Context: an optimization exercise on an open-source flow, tuned for small area. The choices shown serve that exercise and are no tape-out recipe.
The RTL was checked by simulation tests, not by an equivalence proof against the original design.
No activity file was given, so power comes from the tool's default toggle rates.

== P ==
## tt_um_htfab_caterpillar
module tt_um_htfab_caterpillar(ui_in, uo_out, uio_in, uio_out, uio_oe, ena, clk, rst_n);
  input [7:0] ui_in;
  wire [7:0] ui_in;
  output [7:0] uo_out;
  wire [7:0] uo_out;
  input [7:0] uio_in;
  wire [7:0] uio_in;
  output [7:0] uio_out;
  wire [7:0] uio_out;
  output [7:0] uio_oe;
  wire [7:0] uio_oe;
  input ena;
  wire ena;
  input clk;
  wire clk;
  input rst_n;
  wire rst_n;
  wire [6:0] n0000;
  wire [1:0] n0001;
  wire n0002;
  wire [6:0] n0003;
  wire n0004;
  wire n0005;
  wire n0006;
  wire n0007;
  wire n0008;
  wire n0009;
  wire n0010;
  wire n0011;
  wire n0012;
  wire n0013;
  wire n0014;
  wire n0015;
  wire n0016;
  wire n0017;
  wire n0018;
  wire n0019;
  wire n0020;
  wire n0021;
  wire n0022;
  wire n0023;
  wire n0024;
  wire n0025;
  wire n0026;
  wire n0027;
  wire n0028;
  wire n0029;
  wire n0030;
  wire n0031;
  wire n0032;
  wire n0033;
  wire n0034;
  wire n0035;
  wire n0036;
  wire n0037;
  wire n0038;
  wire n0039;
  wire n0040;
  wire n0041;
  wire n0042;
  wire n0043;
  wire n0044;
  wire n0045;
  wire n0046;
  reg n0047;
  reg n0048;
  reg n0049;
  reg n0050;
  reg n0051;
  reg n0052;
  reg n0053;
  wire n0054;
  wire n0055;
  wire n0056;
  wire n0057;
  wire n0058;
  wire n0059;
  wire n0060;
  wire n0061;
  wire n0062;
  wire n0063;
  wire n0064;
  wire n0065;
  wire n0066;
  wire n0067;
  wire n0068;
  wire n0069;
  wire n0070;
  wire n0071;
  wire n0072;
  wire n0073;
  wire n0074;
  wire n0075;
  wire n0076;
  wire n0077;
  wire n0078;
  wire n0079;
  wire n0080;
  wire n0081;
  wire n0082;
  wire n0083;
  wire n0084;
  wire n0085;
  wire n0086;
  wire n0087;
  wire n0088;
  wire n0089;
  wire n0090;
  wire n0091;
  wire n0092;
  wire n0093;
  wire n0094;
  wire n0095;
  wire n0096;
  wire n0097;
  wire n0098;
  wire n0099;
  wire n0100;
  wire n0101;
  wire n0102;
  wire n0103;
  wire n0104;
  wire n0105;
  wire n0106;
  wire n0107;
  wire n0108;
  wire n0109;
  wire n0110;
  wire n0111;
  wire n0112;
  wire n0113;
  wire n0114;
  wire n0115;
  wire n0116;
  wire n0117;
  wire n0118;
  wire n0119;
  wire n0120;
  wire n0121;
  wire n0122;
  wire n0123;
  wire n0124;
  wire n0125;
  wire n0126;
  wire n0127;
  wire n0128;
  ...
Size: roughly 1700 cells after synthesis, about 180 flip-flops, ~43 I/O pins.
clock: 15.0 ns
lec_check: 0
abc_area: 1
cap_margin: 20
core_margin: 2
core_utilization: 40
cts_buf_list: sky130_fd_sc_hd__clkbuf_8
cts_cluster_diameter: 80
cts_cluster_size: 24
slew_margin: 20
run.sh (not shown) runs the stock make flow with config.mk's settings and CLKGATE_MAP_FILE= SYNTH_SCRIPT=/design/flow/synth_recipe.tcl, a recipe that flattens the netlist after the stock synthesis.
P ran to completion and came out clean on the timing, design-rule and antenna checks.
Edits applied to the flow inputs when going from P to Q:
Settings: CTS_CLUSTER_SIZE removed (was 24); CTS_BUF_LIST changed from sky130_fd_sc_hd__clkbuf_8 to sky130_fd_sc_hd__clkbuf_4 sky130_fd_sc_hd__clkbuf_8; CTS_CLUSTER_DIAMETER removed (was 80).
==> notes.md <==
- | critical path required time | Q vs P | ≈ equal |
- Reported for P and Q, final cell count turned out identical to the last digit.
- The compound-gate portion of the synthesized area was comparable across P and Q.
- P went all the way through synthesis, placement and routing and the layout is clean on timing, DRC and antenna.
- Q reached the final stage; the timing, design-rule and antenna checks on its layout passed.
- Reported for P and Q, overall power after layout turned out identical to the last digit.
- Compared P against Q; combinational power within noise.
Setup changes, Q to R
Settings: CTS_BUF_LIST removed (was sky130_fd_sc_hd__clkbuf_4 sky130_fd_sc_hd__clkbuf_8).
The sequential power on R is in line with that on Q.
Summary of R over Q: overall routing resource usage stayed essentially flat, global-route wire length before repair rose by 0.42%, areal power density over the cells rose by about 9%.
Clock skew (lower): R
Q → R: depth of the critical timing path with buffers and inverters included now sits at about the same level; final worst-path cycle share now sits at about the same level; clock power now sits higher; fraction of area in multi-input gates now sits lower; share of total power consumed by net switching now sits lower.
Mean post-synth cell area came out exactly the same in R and Q.
For S, these inputs were changed with respect to R:
Settings: setting CTS_BUF_LIST to sky130_fd_sc_hd__clkbuf_8 for the first time.
## What came out
- On routed wire length, R and S are basically level.
- S: part of the total power dissipated in the clock network 6.6 points below R
- S: layout-stage area growth over the synthesis result is 1.7 points lower than what R reported.
- Sequential portion of the cell area (lower): R
- Delta(number of global-route vias before repair, S - R) < 0

==> static timing again, ports no longer ideal <==
Ports are ideal in the flow. The routed layouts listed here were re-timed in OpenROAD. Step 1, drivers: a clkbuf_16 drives clk and a buf_2 each remaining input, both assumed. Step 2 also shifts input and output timing later by t, the mid clock arrival at the registers, as if the neighbouring blocks saw the same clock. Three values: no drivers, after step 1, after step 2; two values: the first two.
| run | t (ns) | setup WS [ns] | worst register clock-pin slew, ns | worst data-port slew with drivers (ns) |
|---|---|---|---|---|
| P | 0.520 | 7.401 / 7.379 / 7.379 | 0.11 / 0.11 | 0.03 |
| Q | 0.520 | 7.401 / 7.379 / 7.379 | 0.11 / 0.11 | 0.03 |
| R | 0.485 | 7.401 / 7.379 / 7.379 | 0.08 / 0.08 | 0.03 |
| S | 0.520 | 7.401 / 7.379 / 7.379 | 0.11 / 0.11 | 0.03 |
After both steps every run listed still meets setup and hold.
